Source: an optimization exercise on an open RTL-to-GDS flow (aim: small area). Production flows keep margins and buffers that such runs may drop.
Function was not checked in any run shown here: the RTL went through the layout flow alone.
Power is estimated from default activity; no workload was simulated.

===== run.sh =====
#!/bin/bash
# synth_recipe.tcl (not shown) runs the flow's synth.tcl, then flattens the netlist and writes it again
# the make line also repeats each setting of config.mk as NAME=value (left out here)
make -C /OpenROAD-flow-scripts/flow DESIGN_CONFIG=/design/flow/config.mk WORK_HOME=/design/flow/orfs CLKGATE_MAP_FILE= SYNTH_SCRIPT=/design/flow/synth_recipe.tcl finish

===== config.mk =====
export PLATFORM = sky130hd
export DESIGN_NAME = ALU_TOP
export DESIGN_NICKNAME = ALU_TOP
export VERILOG_FILES = /design/flow/design.v
export SDC_FILE = /design/flow/constraint.sdc
export NUM_CORES = 4
export LEC_CHECK = 0
export CAP_MARGIN = 20
export CORE_MARGIN = 2
export CORE_UTILIZATION = 40
export SLEW_MARGIN = 20

===== constraint.sdc =====
create_clock -name core_clock -period 34.0 [get_ports {Clk}]
set_input_delay 6.8000 -clock core_clock [delete_from_list [all_inputs] [get_ports {Clk}]]
set_output_delay 6.8000 -clock core_clock [all_outputs]
set_load 0.01 [all_outputs]

===== design.v =====
module Decoder_UNIT (
 input  wire [1:0] ALU_FUN,
 output wire       Arith_Enable,Logic_Enable,CMP_Enable,Shift_Enable
);
assign Arith_Enable = ALU_FUN == 2'b00;
assign Logic_Enable = ALU_FUN == 2'b01;
assign CMP_Enable   = ALU_FUN == 2'b10;
assign Shift_Enable = ALU_FUN == 2'b11;
endmodule
module ARITHMETIC_UNIT #(parameter WIDTH=16)
(
 input  wire [WIDTH-1:0] A,B,
 input  wire [3:0]       FUN,
 output wire [WIDTH-1:0] Arith_comb,
 output wire             Carry_comb,
 output wire             Ge,      
 output wire             Eq       
);
wire mul = FUN[1] & ~FUN[0] & ~FUN[3];
wire div = FUN[1] &  FUN[0] & ~FUN[3];
wire sub = FUN[0] | FUN[3];
wire [WIDTH-1:0] Bx = B ^ {WIDTH{sub}};
wire [WIDTH-1:0] X [0:WIDTH];
wire [WIDTH-1:0] S [0:WIDTH-1];
wire [WIDTH-1:0] sel;
wire [WIDTH-1:0] cout;
wire [WIDTH:0]   hiz;    
assign X[WIDTH] = mul ? {WIDTH{1'b0}} : A;
assign hiz[0] = 1'b1;
genvar k, j;
generate
 for (k = 0; k < WIDTH; k = k + 1) begin : g_hiz
  assign hiz[k+1] = hiz[k] & ~B[WIDTH-1-k];
 end
 for (k = WIDTH-1; k >= 0; k = k - 1) begin : g_row
  wire [WIDTH:0] c;
  assign c[k] = sub;
  for (j = k; j < WIDTH; j = j + 1) begin : g_bit
   wire x = X[k+1][j];
   wire y = Bx[j-k];
   assign S[k][j]  = x ^ y ^ c[j];
   assign c[j+1]   = (x & y) | (c[j] & (x ^ y));
  end
  assign cout[k] = c[WIDTH];
  if (k == 0) begin : g_sel0
   assign sel[k] = FUN[1] ? (FUN[0] ? cout[k] : A[k]) : 1'b1;
  end else begin : g_selk
   assign sel[k] = mul ? A[k] : (div & cout[k] & hiz[k]);
  end
  for (j = 0; j < WIDTH; j = j + 1) begin : g_mux
   if (j < k) begin : g_keep
    assign X[k][j] = X[k+1][j];
   end else begin : g_sel
    assign X[k][j] = sel[k] ? S[k][j] : X[k+1][j];
   end
  end
  for (j = 0; j < k; j = j + 1) begin : g_nos
   assign S[k][j] = 1'b0;
  end
 end
endgenerate
assign Arith_comb = div ? sel : X[0];
assign Carry_comb = ~FUN[3] & ~FUN[2] & ~FUN[1] & ~FUN[0] & cout[0];
assign Ge = cout[0];
assign Eq = ~|S[0];
endmodule
module LOGIC_UNIT #(parameter WIDTH=16)
(
 input  wire [WIDTH-1:0] A,B,
 input  wire [1:0]       Logic_FUN,
 output wire [WIDTH-1:0] Logic_comb
);
assign Logic_comb = {WIDTH{Logic_FUN[1]}} ^ (Logic_FUN[0] ? (A | B) : (A & B));
endmodule
module CMP_UNIT
(
 input  wire       Ge, Eq,
 input  wire [1:0] CMP_FUN,
 output wire [1:0] CMP_comb
);
wire lt = ~Ge;
wire gt = Ge & ~Eq;
assign CMP_comb[0] = CMP_FUN[0] & (CMP_FUN[1] ? lt : Eq);
assign CMP_comb[1] = CMP_FUN[1] & (CMP_FUN[0] ? lt : gt);
endmodule
module SHIFT_UNIT #(parameter WIDTH=16)
(
 input  wire [WIDTH-1:0] A,B,
 input  wire [1:0]       Shift_FUN,
 output wire [WIDTH-1:0] Shift_comb
);
wire [WIDTH-1:0] src = Shift_FUN[1] ? B : A;
assign Shift_comb = Shift_FUN[0] ? {src[WIDTH-2:0],1'b0} : {1'b0,src[WIDTH-1:1]};
endmodule
module ALU_TOP #(parameter WIDTH=16)
(
 input wire      [WIDTH-1:0]      A,B,
 input wire      [3:0]            ALU_FUN,
 input wire                       Clk,RST,
 output reg      [WIDTH-1:0]      Arith_OUT,Logic_OUT,
 output reg      [WIDTH-1:0]      CMP_OUT,SHIFT_OUT,
 output reg                       Carry_OUT,Arith_Flag,Logic_Flag,CMP_Flag,SHIFT_Flag
);
wire             Arith_Enable,Logic_Enable,CMP_Enable,Shift_Enable;
wire [WIDTH-1:0] Arith_comb,Logic_comb,Shift_comb;
wire [1:0]       CMP_comb;
wire             Carry_comb,Ge,Eq;
Decoder_UNIT U_Decoder (
.ALU_FUN(ALU_FUN[3:2]),
.Arith_Enable(Arith_Enable),
.Logic_Enable(Logic_Enable),
.CMP_Enable(CMP_Enable),
.Shift_Enable(Shift_Enable)
);
ARITHMETIC_UNIT U_Arithmetic (
.A(A), .B(B), .FUN(ALU_FUN),
.Arith_comb(Arith_comb), .Carry_comb(Carry_comb), .Ge(Ge), .Eq(Eq)
);
LOGIC_UNIT U_Logic (.A(A), .B(B), .Logic_FUN(ALU_FUN[1:0]), .Logic_comb(Logic_comb));
CMP_UNIT U_CMP (.Ge(Ge), .Eq(Eq), .CMP_FUN(ALU_FUN[1:0]), .CMP_comb(CMP_comb));
SHIFT_UNIT U_Shift (.A(A), .B(B), .Shift_FUN(ALU_FUN[1:0]), .Shift_comb(Shift_comb));
always @(posedge Clk or negedge RST)
 begin
  if(!RST)
   begin
    Arith_OUT  <= 'b0;
    Logic_OUT  <= 'b0;
    CMP_OUT    <= 'b0;
    SHIFT_OUT  <= 'b0;
    Carry_OUT  <= 1'b0;
    Arith_Flag <= 1'b0;
    Logic_Flag <= 1'b0;
    CMP_Flag   <= 1'b0;
    SHIFT_Flag <= 1'b0;
   end
  else
   begin
    Arith_OUT  <= Arith_Enable ? Arith_comb : 'b0;
    Logic_OUT  <= Logic_Enable ? Logic_comb : 'b0;
    CMP_OUT    <= CMP_Enable   ? {{(WIDTH-2){1'b0}},CMP_comb} : 'b0;
    SHIFT_OUT  <= Shift_Enable ? Shift_comb : 'b0;
    Carry_OUT  <= Carry_comb;
    Arith_Flag <= Arith_Enable;
    Logic_Flag <= Logic_Enable;
    CMP_Flag   <= CMP_Enable;
    SHIFT_Flag <= Shift_Enable;
   end
 end
endmodule

==> results.py, run 1 <==
metrics = {
    "run_status": {
        "outcome": "failed layout checks",
        "violations": "setup timing",
    },
    "routing": {
        "first_iter_violations": 585,
        "detailedRoute.firstPassIterationCount": 5,
        "via_count": 8378,
        "postRouteAntennaNets": 0,
        "drc": 0,
        "wl_um": 30000,
        "wl_per_cell_um": 19.2,
        "detail_route.vias_per_cell": 5.36,
    },
    "sta": {
        "slew_headroom_pct": 55.4,
        "tightest_slew_ns": 0.669,
        "layout_worst_path_cycle_share_pct": 172,
        "drv_slew": 0,
        "grt_setup_unrepaired": "true",
        "final_hold_viol_count": 0,
        "finalWorstSetupSlack_ns": -24.57,
        "fmax_ghz": 0.0171,
        "layout_min_cycle_time_ns": 58.57,
        "final-setup-viol-count": 19,
    },
    "synth": {
        "asyncSetResetFlopFracSynth_pct": 100,
        "synth_enable_flop_cells": 0,
        "ys_ff_latch": 55,
        "syn_area_um2": 8310,
        "yosys.cell_types.count": 77,
        "synthFlopType": "sky130_fd_sc_hd__dfrtp_1",
        "syn-instance-count": 920,
        "avgSynthCellArea_um2": 9.03,
        "yosysWarningCount": 2,
        "ys_seq_area_share_pct": 16.6,
    },
    "setup_path": {
        "cp_endpoint_kind": "flip-flop",
        "crit_path_max_incr_delay_ns": 0.39,
        "worst_ep_required_time_ns": 34.18,
        "crit_arrival_ns": 58.75,
        "timing_worst_setup_path_type": "primary input to flip-flop",
        "cp_common_cell": "sky130_fd_sc_hd__fa_2",
        "slowest_stage": "sky130_fd_sc_hd__or3b_4",
        "worst-path-max-fanout": 6,
        "worstSetupStartpointType": "primary input",
    },
    "die": {
        "dieWidth_um": 148,
        "num_io_pins": 107,
        "core_um2": 20300,
        "design.die.area_um2": 21900,
        "row_count": 52,
        "die-height_um": 148,
        "start_util_pct": 40.9,
    },
    "pwr": {
        "p_leak_nw": 5.52,
        "netSwitchingFraction_pct": 41.4,
        "pwr-share-clk_pct": 11.7,
        "pwr-share-comb_pct": 72.5,
        "net-switching-power_w": 0.000189,
        "worst_voltage_drop_across_the_vdd_grid_mv": 0.0219,
        "seq_power_share_pct": 15.8,
        "p_per_area_nw_per_um2": 35.9,
        "internal_power_w": 0.000267,
    },
    "cts": {
        "tritoncts": "yes",
        "cts_sinks": 55,
        "ctsLongestPathBuffers": 2,
        "numCtsBuffers": 5,
        "htree_num_levels": 2,
        "clk_pin_slew_worst_paths_ns": 0.08,
        "cts-root-buf": "sky130_fd_sc_hd__clkbuf_16",
        "cts-hold-fix-buffers": 0,
    },
    "global_routing": {
        "number_of_antenna_violations_at_the_first_check_in_global_routing": 0,
        "total_grt_usage_pct": 28.4,
        "grt_pass1_vias": 8753,
        "overflow": 0,
        "grt_max_degree": 56,
        "grt_pass1_wl_um": 48100,
    },
    "layout": {
        "synthToLayoutAreaGrowth_pct": 52.9,
        "num-nets-final": 1451,
        "layout.core_utilization_pct": 62.6,
        "post_route_cells_drive_above_1_share_pct": 48.5,
        "antenna-diode-count": 0,
        "stdcell_area_um2": 12700,
    },
    "min_path": {
        "worstHoldPathType": "primary input to asynchronous set/reset pin",
    },
    "place": {
        "port_buffers": 92,
        "dpl.hpwl_um": 23600,
        "globalplace.congestion": 0.936,
        "placed_cell_area_um2": 11800,
    },
    "run": {
        "max-cap-violations": 0,
    },
}
## through the flow
stage	TNS (ns)	std cells	total power [W]	hold slack, ns	worst slack (ns)
6_report	-464.22	1564	0.000456	6.52	-24.57
5_1_grt	-493.00	1564	0.000497	6.57	-26.13
4_1_cts	-462.11	1558	0.000450	6.76	-24.47
3_5_place_dp	-488.57	1486	0.000381	7.08	-25.90
3_3_place_gp	-482.55	1486	0.000375	7.06	-25.58
2_1_floorplan	-451.54	933	0.000258	6.50	-23.98
## final timing paths
check	slack, ns	from	endpoint	cells after the start
min in group core_clock	6.78	ALU_FUN[0]	SHIFT_OUT[15]	2
worst min-delay path	6.52	RST	SHIFT_OUT[1]	1
max in group asynchronous	27.05	RST	SHIFT_OUT[6]	1
worst max-delay path	-24.57	ALU_FUN[0]	Arith_OUT[10]	209
## sequential cells by signal (all words and copies together) (netlist names)
| signal | count |
|---|---|
| SHIFT_OUT | 16 |
| CMP_Flag | 1 |
| Carry_OUT | 1 |
| Logic_OUT | 16 |
| CMP_OUT | 2 |
| Logic_Flag | 1 |
| SHIFT_Flag | 1 |
| Arith_OUT | 16 |
| Arith_Flag | 1 |
## cells in the mapped netlist, types with 3 or more instances
master,count,share of area [%]
sky130_fd_sc_hd__nor2_1,107,4.8
sky130_fd_sc_hd__buf_1,6,0.27
sky130_fd_sc_hd__or3_1,5,0.38
sky130_fd_sc_hd__mux4_2,14,3.8
sky130_fd_sc_hd__buf_4,14,1.3
sky130_fd_sc_hd__maj3_1,15,1.8
sky130_fd_sc_hd__o31ai_1,5,0.45
sky130_fd_sc_hd__and2_1,10,0.75
sky130_fd_sc_hd__clkbuf_1,45,2.0
sky130_fd_sc_hd__a22o_1,4,0.42
sky130_fd_sc_hd__a211oi_1,4,0.36
sky130_fd_sc_hd__nor2b_1,19,1.4
sky130_fd_sc_hd__mux2_2,24,3.3
sky130_fd_sc_hd__o21ai_1,4,0.24
sky130_fd_sc_hd__o211ai_1,4,0.36
sky130_fd_sc_hd__mux2i_1,10,1.2
sky130_fd_sc_hd__a31oi_1,12,0.90
sky130_fd_sc_hd__nand2_1,105,4.7
sky130_fd_sc_hd__nand2b_1,7,0.53
sky130_fd_sc_hd__inv_1,49,2.2
sky130_fd_sc_hd__dfrtp_1,55,17
sky130_fd_sc_hd__nor3b_1,4,0.36
sky130_fd_sc_hd__a21o_1,18,1.6
sky130_fd_sc_hd__o211a_1,3,0.36
sky130_fd_sc_hd__o21a_1,5,0.45
sky130_fd_sc_hd__nor4_1,10,0.75
sky130_fd_sc_hd__a21oi_1,50,3.0
sky130_fd_sc_hd__mux2_4,3,0.54
sky130_fd_sc_hd__nor3_1,18,1.1
sky130_fd_sc_hd__o21ai_0,36,2.2
sky130_fd_sc_hd__nand3_1,18,1.1
sky130_fd_sc_hd__a22oi_1,6,0.54
sky130_fd_sc_hd__and3_1,4,0.30
sky130_fd_sc_hd__fa_1,120,29
sky130_fd_sc_hd__a31o_2,5,0.53
sky130_fd_sc_hd__a41oi_1,4,0.42
sky130_fd_sc_hd__nand4_1,6,0.45
sky130_fd_sc_hd__o22ai_1,4,0.30
sky130_fd_sc_hd__or2_2,3,0.23
sky130_fd_sc_hd__buf_2,7,0.42
sky130_fd_sc_hd__xnor2_1,33,3.5
## area by class of cell
class | count | area [um^2]
Fill cell | 1753 | 7600
Multi-Input combinational cell | 755 | 7200
Timing Repair Buffer | 425 | 3440
Sequential cell | 55 | 1380
Tap cell | 270 | 338
Inverter | 51 | 195
Clock buffer | 5 | 125
Clock inverter | 3 | 28.8
## cell usage in the layout (no fill, tap or decap), types with 6 or more instances in the layout
cell type                         Yosys  layout
sky130_fd_sc_hd__mux2i_1             10       8
sky130_fd_sc_hd__nor4_4               1       9
sky130_fd_sc_hd__fa_2                 0     120
sky130_fd_sc_hd__nand3_1             18      17
sky130_fd_sc_hd__xnor2_1             33      30
sky130_fd_sc_hd__o21ai_0             36      26
sky130_fd_sc_hd__a21o_1              18      18
sky130_fd_sc_hd__buf_6                0       9
sky130_fd_sc_hd__buf_4               14     323
sky130_fd_sc_hd__inv_2                0      27
sky130_fd_sc_hd__o21ai_1              4      10
sky130_fd_sc_hd__clkdlybuf4s50_1      0      71
sky130_fd_sc_hd__nand4_1              6       6
sky130_fd_sc_hd__inv_1               49      21
sky130_fd_sc_hd__buf_2                7       9
sky130_fd_sc_hd__a21oi_1             50      43
sky130_fd_sc_hd__nand2_1            105     100
sky130_fd_sc_hd__a31oi_1             12      11
sky130_fd_sc_hd__nor2b_1             19      18
sky130_fd_sc_hd__and2_1              10       7
sky130_fd_sc_hd__a21oi_2              1       8
sky130_fd_sc_hd__mux2_2              24      22
sky130_fd_sc_hd__nor3_1              18      14
sky130_fd_sc_hd__maj3_1              15      15
sky130_fd_sc_hd__dfrtp_1             55      55
sky130_fd_sc_hd__conb_1               1      14
sky130_fd_sc_hd__mux4_2              14      14
sky130_fd_sc_hd__nor2_1             107     102
## cell families (layout without fill, tap and decap cells)
logic type | after synthesis | after routing | synth area share [%]
compound gates | 188 | 188 | 14.9
simple gates | 333 | 333 | 19.1
fa+ha+maj | 135 | 135 | 30.7
flops | 55 | 55 | 16.6
other cells | 1 | 14 | 0.0451
mux | 51 | 51 | 8.80
xor+xnor | 34 | 34 | 3.58
buf+inv | 123 | 484 | 6.30
## critical path: cells and delay by family
kind                     cells  cell delay (ns)
adder cells (fa/ha/maj)    119            39.64
AND/OR/NAND/NOR             33             6.37
AO/OA/AOI/OAI               16             2.24
multiplexers                 5             0.93
buffers and inverters       33             2.17
XOR/XNOR                     3             0.48
## power by group through the flow
stage / Sequential [W] / Clock [W] / Combinational (W)
3_5_place_dp: 0.0000734 / 0 / 0.000307
5_1_grt: 0.0000725 / 0.0000580 / 0.000366
6_report: 0.0000720 / 0.0000533 / 0.000330
3_3_place_gp: 0.0000732 / 0 / 0.000301
4_1_cts: 0.0000721 / 0.0000539 / 0.000324
2_1_floorplan: 0.0000765 / 0 / 0.000181
## metal layers
metal	global-route usage, %	share of wire (%)
met3	3.80	6.4
met4	11.3	4.2
met2	46.5	47
met5	0	0
met1	38.4	43
## repair_timing
action / CTS / global route
gates resized for setup: 126 / 17
pin swaps: 40 / 6
setup buffers: 64 / 7
endpoints found under the setup margin: 19 / 19
==> run 2, diff against run 1 <==
--- a/config.mk
+++ b/config.mk
@@ -5,6 +5,7 @@
 export SDC_FILE = /design/flow/constraint.sdc
 export NUM_CORES = 4
 export LEC_CHECK = 0
+export ABC_AREA = 1
 export CAP_MARGIN = 20
 export CORE_MARGIN = 2
 export CORE_UTILIZATION = 40
==> run 2 against run 1 <==
  * Still fails the layout checks on setup timing
  * Cell count up 12%
  * Power down 4.1%
  * Setup slack better by 0.54 ns
  * Via count up 4.5%
  * Synthesized cell count up 7.8%
  * Sequential power down 0.6%
  * Non-clock buffer count up 87
  * Wire length down 1.2%
  * Largest cell class unchanged
  * Highest routed layer unchanged
==> results.py, run 2 <==
metrics = {
    "synth": {
        "ys_seq_area_share_pct": 16.8,
        "synth_enable_flop_cells": 0,
        "synth.cells.most_frequent": "sky130_fd_sc_hd__nand2_1 (193), sky130_fd_sc_hd__fa_1 (120), sky130_fd_sc_hd__inv_1 (114), sky130_fd_sc_hd__nor2_1 (75), sky130_fd_sc_hd__o21ai_0 (62)",
        "yosysTopAreaCellShare_pct": 29.3,
        "asyncSetResetFlopFracSynth_pct": 100,
        "avgSynthCellArea_um2": 8.27,
        "yosys-top-cells-area": "sky130_fd_sc_hd__fa_1 (29%), sky130_fd_sc_hd__dfrtp_1 (17%), sky130_fd_sc_hd__nand2_1 (8.8%), sky130_fd_sc_hd__inv_1 (5.2%), sky130_fd_sc_hd__nand3_2 (4.9%)",
        "yosys.cell_types.count": 56,
        "yosysWarningCount": 2,
        "syn-instance-count": 992,
        "synth_top_cell_by_area": "sky130_fd_sc_hd__fa_1",
        "synthFlopType": "sky130_fd_sc_hd__dfrtp_1",
        "synthMostInstantiatedCell": "sky130_fd_sc_hd__nand2_1",
        "syn_area_um2": 8210,
        "ys_ff_latch": 55,
    },
    "sta": {
        "slew_headroom_pct": 29.7,
        "setup-tns-final_ns": -454.20,
        "finalWorstSetupSlack_ns": -24.02,
        "fmax_ghz": 0.0172,
        "layout_worst_path_cycle_share_pct": 171,
        "layout_min_cycle_time_ns": 58.02,
        "final-setup-viol-count": 19,
        "drv_slew": 0,
        "tightest_slew_ns": 1.05,
        "grt_setup_unrepaired": "true",
        "final_hold_viol_count": 0,
    },
    "layout": {
        "layout.core_utilization_pct": 66.5,
        "most-common-layout-cells": "sky130_fd_sc_hd__buf_4 (410), sky130_fd_sc_hd__nand2_1 (179), sky130_fd_sc_hd__fa_2 (120)",
        "post_route_cells_drive_above_1_share_pct": 54.4,
        "multiInputGateArea_um2": 6920,
        "top_regs": "Arith_OUT (16), Logic_OUT (16), SHIFT_OUT (16)",
        "mostFrequentLayoutCell": "sky130_fd_sc_hd__buf_4",
        "antenna-diode-count": 0,
        "num-nets-final": 1631,
        "layout.filler_cells": 1628,
        "synthToLayoutAreaGrowth_pct": 63.4,
        "stdcell_area_um2": 13400,
        "sequential_cell_area_um2": 1380,
    },
    "cts": {
        "cts-root-buf": "sky130_fd_sc_hd__clkbuf_16",
        "htree_num_levels": 2,
        "clk_pin_slew_worst_paths_ns": 0.08,
        "tritoncts": "yes",
        "numCtsBuffers": 5,
        "ctsLongestPathBuffers": 2,
        "cts_sinks": 55,
        "cts-hold-fix-buffers": 0,
    },
    "setup_path": {
        "slowest_stage": "sky130_fd_sc_hd__or4_4",
        "critical_path_buf_inv_count": 67,
        "crit_arrival_ns": 58.19,
        "cp_top_family": "adder cells",
        "timing_worst_setup_path_type": "primary input to flip-flop",
        "cp_endpoint_kind": "flip-flop",
        "worst_ep_required_time_ns": 34.17,
        "cp_common_cell": "sky130_fd_sc_hd__fa_2",
        "worst-path-max-fanout": 6,
        "worstSetupStartpointType": "primary input",
        "crit_path_max_incr_delay_ns": 0.57,
    },
    "place": {
        "port_buffers": 92,
        "dpl.hpwl_um": 22000,
        "globalplace.congestion": 0.936,
        "placed_cell_area_um2": 11800,
        "pre_cts_ws_ns": -26.13,
    },
    "die": {
        "die-height_um": 147,
        "num_io_pins": 107,
        "design.die.area_um2": 21700,
        "start_util_pct": 40.7,
        "dieWidth_um": 147,
        "core_um2": 20200,
        "row_count": 52,
    },
    "global_routing": {
        "overflow": 0,
        "grt_pass1_wl_um": 46900,
        "total_grt_usage_pct": 27.6,
        "number_of_antenna_violations_at_the_first_check_in_global_routing": 0,
        "grt_max_degree": 56,
        "grt_pass1_vias": 9058,
    },
    "pwr": {
        "p_leak_nw": 6.29,
        "p_total_w": 0.000437,
        "worst_voltage_drop_across_the_vdd_grid_mv": 0.0286,
        "p_per_area_nw_per_um2": 32.6,
    },
    "run_status": {
        "violations": "setup timing",
        "outcome": "failed layout checks",
    },
    "routing": {
        "via_count": 8757,
        "routed.top_layer": "met4",
        "first_iter_violations": 677,
        "detail_route.vias_per_cell": 5.02,
        "route.met3.wl_um": 1660,
        "postRouteAntennaNets": 0,
        "detailroute.wirelength.met2_um": 15000,
        "wl_um": 29700,
        "routedLengthMet1_um": 11900,
        "wl_per_cell_um": 17.0,
        "drc": 0,
        "detailedRoute.firstPassIterationCount": 6,
    },
    "min_path": {
        "worstHoldPathType": "primary input to asynchronous set/reset pin",
    },
    "run": {
        "max-cap-violations": 0,
    },
}
run 2: what timing repair did:
item,in CTS,in global routing
resized for setup,170,53
pin swaps,61,41
endpoints found under the setup margin,19,19
setup buffers,107,17
cloned,2,0
run 2: layout make-up:
cell class / count / area share [%]
multi-input cells: 766 / 51.6
repair buffers: 512 / 30.5
flip-flops and latches: 55 / 10.3
inverters: 132 / 3.80
well taps: 270 / 2.52
clock buffers: 5 / 0.933
clock inverters: 3 / 0.345
repair inverters: 1 / 0.0560
run 2: worst max path at each step:
stage | slack, ns | depth (start not counted) | endpoint | from
2_1_floorplan | -23.43 | 225 | CMP_OUT[1] | ALU_FUN[0]
3_3_place_gp | -25.50 | 232 | Arith_OUT[4] | B[14]
3_5_place_dp | -26.13 | 228 | CMP_OUT[1] | B[14]
4_1_cts | -23.84 | 232 | CMP_OUT[1] | ALU_FUN[0]
5_1_grt | -25.57 | 236 | Arith_OUT[8] | B[0]
6_report | -24.02 | 250 | CMP_OUT[1] | B[14]
run 2: per-layer routing:
layer / track usage (%) / up-vias
li1: - / 4072
met1: 34.6 / 4232
met2: 48.8 / 357
met3: 3.14 / 96
met4: 10.9 / 0
met5: 0 / -
run 2: metrics by stage:
| stage | instances | hold slack (ns) |
|---|---|---|
| 2_1_floorplan | 1005 | 6.50 |
| 3_3_place_gp | 1615 | 6.93 |
| 3_5_place_dp | 1615 | 6.94 |
| 4_1_cts | 1731 | 6.62 |
| 5_1_grt | 1744 | 6.67 |
| 6_report | 1744 | 6.60 |
run 2: power by group:
group           total, W  leakage (nW)  internal, W  switching (W)
clock network  0.0000583        0.0804    0.0000350      0.0000233
logic           0.000307          5.47     0.000150       0.000157
registers      0.0000716         0.739    0.0000705     0.00000116
total           0.000437          6.29     0.000255       0.000182
run 2: cell families after synthesis:
group / synth area share, %
buf+inv: 9.91
fa+ha+maj: 29.5
flops: 16.8
other cells: 0.0457
xor+xnor: 3.52
compound gates: 13.4
simple gates: 26.8

==> port drivers added, routing unchanged <==
Ports are ideal in the flow. The routed layouts listed here were re-timed in OpenROAD.
Step 1, drivers: a clkbuf_16 drives Clk and a buf_2 each remaining input, both assumed.
Step 2 adds t to the input delays and takes it off the output delays; t is the mean of the earliest and latest rising clock arrival at the registers after step 1. Input paths then give back, and output paths get back, about the clock's delay inside the block.
a / b / c = no drivers / after step 1 / after step 2; a / b = the first two.
run | t (ns) | setup WS [ns] | latest minus earliest clock arrival (ns) | worst data-port slew with drivers (ns) | pins driven straight from the clock port
run 1 | 0.347 | -24.566 / -24.570 / -24.916 | 0.015 / 0.015 | 0.06 | 1
run 2 | 0.331 | -24.022 / -24.038 / -24.368 | 0.015 / 0.015 | 0.07 | 1
For run 1, which loses most, drivers alone change the setup slack by -0.004 ns; drivers and shift together by -0.350 ns.
